From an optimization exercise on the open Yosys and OpenROAD flow, aimed at small area and a short achievable clock period; shortcuts taken in it are not production practice. In this exercise RTL edits were held to simulation tests only and were not proved equivalent to the original. No activity file was given, so power comes from the tool's default toggle rates.

## multiplier_pipelined
module multiplier_pipelined(
    input logic clk,
    input logic[31:0] a,
    input logic[31:0] b,
    output logic[63:0] r
);
For scale: ~2,800 cells after synthesis, roughly 230 flip-flops, ~130 I/O pins.
export LEC_CHECK = 0
export CAP_MARGIN = 20
export CORE_MARGIN = 2
export CORE_UTILIZATION = 40
export CTS_CLUSTER_DIAMETER = 150
export CTS_CLUSTER_SIZE = 30
export SETUP_SLACK_MARGIN = 4.8
export SLEW_MARGIN = 20
export SYNTH_HIERARCHICAL = 1
export SYNTH_MINIMUM_KEEP_SIZE = 0
create_clock -name core_clock -period 9.0 [get_ports {clk}]
standard.sh (not shown) runs the stock make flow with config.mk's settings and CLKGATE_MAP_FILE= SYNTH_SCRIPT=/design/flow/synth_recipe.tcl, a recipe that flattens the netlist after the stock synthesis.
==> flow/flow/run.sh <==
#!/bin/bash
# Standard ORFS layout (the standard.sh, unchanged synthesis), with the port
# buffers that global placement inserts made plain buffers instead of the
# default delay-cell choice. Each tool's output goes to a log file here.
set -euo pipefail
export BUFFER_PORTS_ARGS="-buffer_cell sky130_fd_sc_hd__buf_2"
bash standard.sh > standard_flow.log 2>&1
The baseline completed without violations.
Change:
--- a/flow/flow/run.sh
+++ b/flow/flow/run.sh
@@ -4,4 +4,4 @@
 # default delay-cell choice. Each tool's output goes to a log file here.
 set -euo pipefail
-export BUFFER_PORTS_ARGS="-buffer_cell sky130_fd_sc_hd__buf_2"
+export BUFFER_PORTS_ARGS="-buffer_cell sky130_fd_sc_hd__buf_4"
 bash standard.sh > standard_flow.log 2>&1
CTS_CLUSTER_DIAMETER = default   (was 150)
CTS_CLUSTER_SIZE = default   (was 30)
SETUP_SLACK_MARGIN = 5.0   (was 4.8)
After rerunning: Maximum frequency falls by about 1.4%. Wire length rises by about 8%. Synthesized area is unchanged. Worst setup slack got worse by 0.061 ns. Via count rises by about 3.4%. Critical path depth does not change. Clock power rises by about 56%.
Change:
--- a/flow/flow/run.sh
+++ b/flow/flow/run.sh
@@ -4,4 +4,4 @@
 # default delay-cell choice. Each tool's output goes to a log file here.
 set -euo pipefail
-export BUFFER_PORTS_ARGS="-buffer_cell sky130_fd_sc_hd__buf_4"
+export BUFFER_PORTS_ARGS="-buffer_cell sky130_fd_sc_hd__buf_2"
 bash standard.sh > standard_flow.log 2>&1
CTS_CLUSTER_DIAMETER = 150   (was default)
CTS_CLUSTER_SIZE = 30   (was default)
PLACE_DENSITY = 0.75   (was default)
SETUP_SLACK_MARGIN = 4.8   (was 5.0)
Result:
- global-route usage shrinks by 2.9 points
- sequential share of layout area grows by 1.1 points
- non-clock buffer count shrinks by 100
- die area stays the same
- synthesized area is unchanged
- utilization shrinks by 5.0 points
- design area shrinks by roughly a tenth
- critical path depth shrinks by 1
- total power shrinks by about a fifth
- synthesized cell count is unchanged
- final cell count shrinks by a few percent


## build 98
Starting RTL as in the previous note.
Settings: LEC_CHECK=0, CAP_MARGIN=20, CORE_MARGIN=2, CORE_UTILIZATION=40, SETUP_SLACK_MARGIN=4.5, SLEW_MARGIN=20, SYNTH_HIERARCHICAL=1, SYNTH_MINIMUM_KEEP_SIZE=0; clock period 9.0 ns.
==> flow/flow/run.sh <==
#!/bin/bash
# Standard ORFS layout (the standard.sh, unchanged synthesis), with the port
# buffers that global placement inserts made plain buffers instead of the
# default delay-cell choice. Each tool's output goes to a log file here.
set -euo pipefail
export BUFFER_PORTS_ARGS="-buffer_cell sky130_fd_sc_hd__buf_4"
bash standard.sh > standard_flow.log 2>&1
Setup changes, build 98 to build 52
-- flow/config.mk --
<<< build 98, line 9
export CORE_MARGIN = 2
export CORE_UTILIZATION = 40
export SETUP_SLACK_MARGIN = 4.5
export SLEW_MARGIN = 20
export SYNTH_HIERARCHICAL = 1
>>> build 52, line 9
export CORE_MARGIN = 2
export CORE_UTILIZATION = 40
export SETUP_SLACK_MARGIN = 4.2
export SLEW_MARGIN = 20
export SYNTH_HIERARCHICAL = 1
Relative to build 98, the fmax measured on build 52 has decreased by a few percent.
Comparing build 98 against build 52, there is no change at all in number of placement rows.
Measured against each other, build 52 and build 98 differ in worst slew margin relative to its limit, the lower figure coming from build 52.
The more densely filled core belongs to build 98, not build 52.
Against build 98, build 52 reports a static leakage power that is lower.
From build 98 to build 52, die area did not move at all.
Build 52 leaves less setup margin than build 98.
For build 86, these inputs were changed with respect to build 52:
-- flow/config.mk --
<<< build 52, line 9
export CORE_MARGIN = 2
export CORE_UTILIZATION = 40
export SETUP_SLACK_MARGIN = 4.2
export SLEW_MARGIN = 20
export SYNTH_HIERARCHICAL = 1
>>> build 86, line 9
export CORE_MARGIN = 2
export CORE_UTILIZATION = 40
export SETUP_SLACK_MARGIN = 4.8
export SLEW_MARGIN = 20
export SYNTH_HIERARCHICAL = 1
==> comparison <==
On fmax, build 86 does better than build 52.
The share of the clock period used by the worst path in build 86 was lower than what build 52 gave.
Diff build 52 -> build 86 | share of total power in combinational logic | increase of 0.9 points
Worst setup path endpoint: r[48] -> build 86, r[56] -> build 52
The final reports for build 86 and build 52 show wire length higher in the former.
| critical path depth | higher: build 86 |

-- afterwards: timing with drivers on the ports --
The results above use ideal ports. As a check the final layouts listed here were re-extracted and re-timed, cells and wires unchanged. Step 1 sets driving cells, clkbuf_16 on the clock port and buf_2 on the other inputs (assumed; they add their load-dependent delay and slew). Step 2 moves the port delays by t, midway between the first and last clock arrival at a register: inputs arrive t later, outputs are due t later. That takes back most of the time a late clock gives input paths. Slacks: no drivers / after step 1 / after step 2; pairs: no drivers / after step 1.
run	t (ns)	setup slack, ns	worst register clock-pin slew, ns	worst data-port slew with drivers (ns)	cell pins on the clock port's net
the first run of note 1	0.597	4.825 / 4.761 / 4.649	0.11 / 0.11	0.07	1
the second run of note 1	0.643	4.764 / 4.697 / 4.572	0.06 / 0.06	0.07	1
the third run of note 1	0.581	4.757 / 4.691 / 4.700	0.12 / 0.12	0.07	1
build 98	0.641	4.548 / 4.490 / 4.548	0.07 / 0.07	0.07	1
build 52	0.640	4.339 / 4.275 / 4.464	0.07 / 0.07	0.06	1
build 86	0.641	4.751 / 4.683 / 4.607	0.06 / 0.06	0.06	1
After both steps every run listed still meets setup and hold. The setup slack of the second run of note 1, which loses most, moves by -0.067 ns with the drivers and by -0.192 ns with both steps.
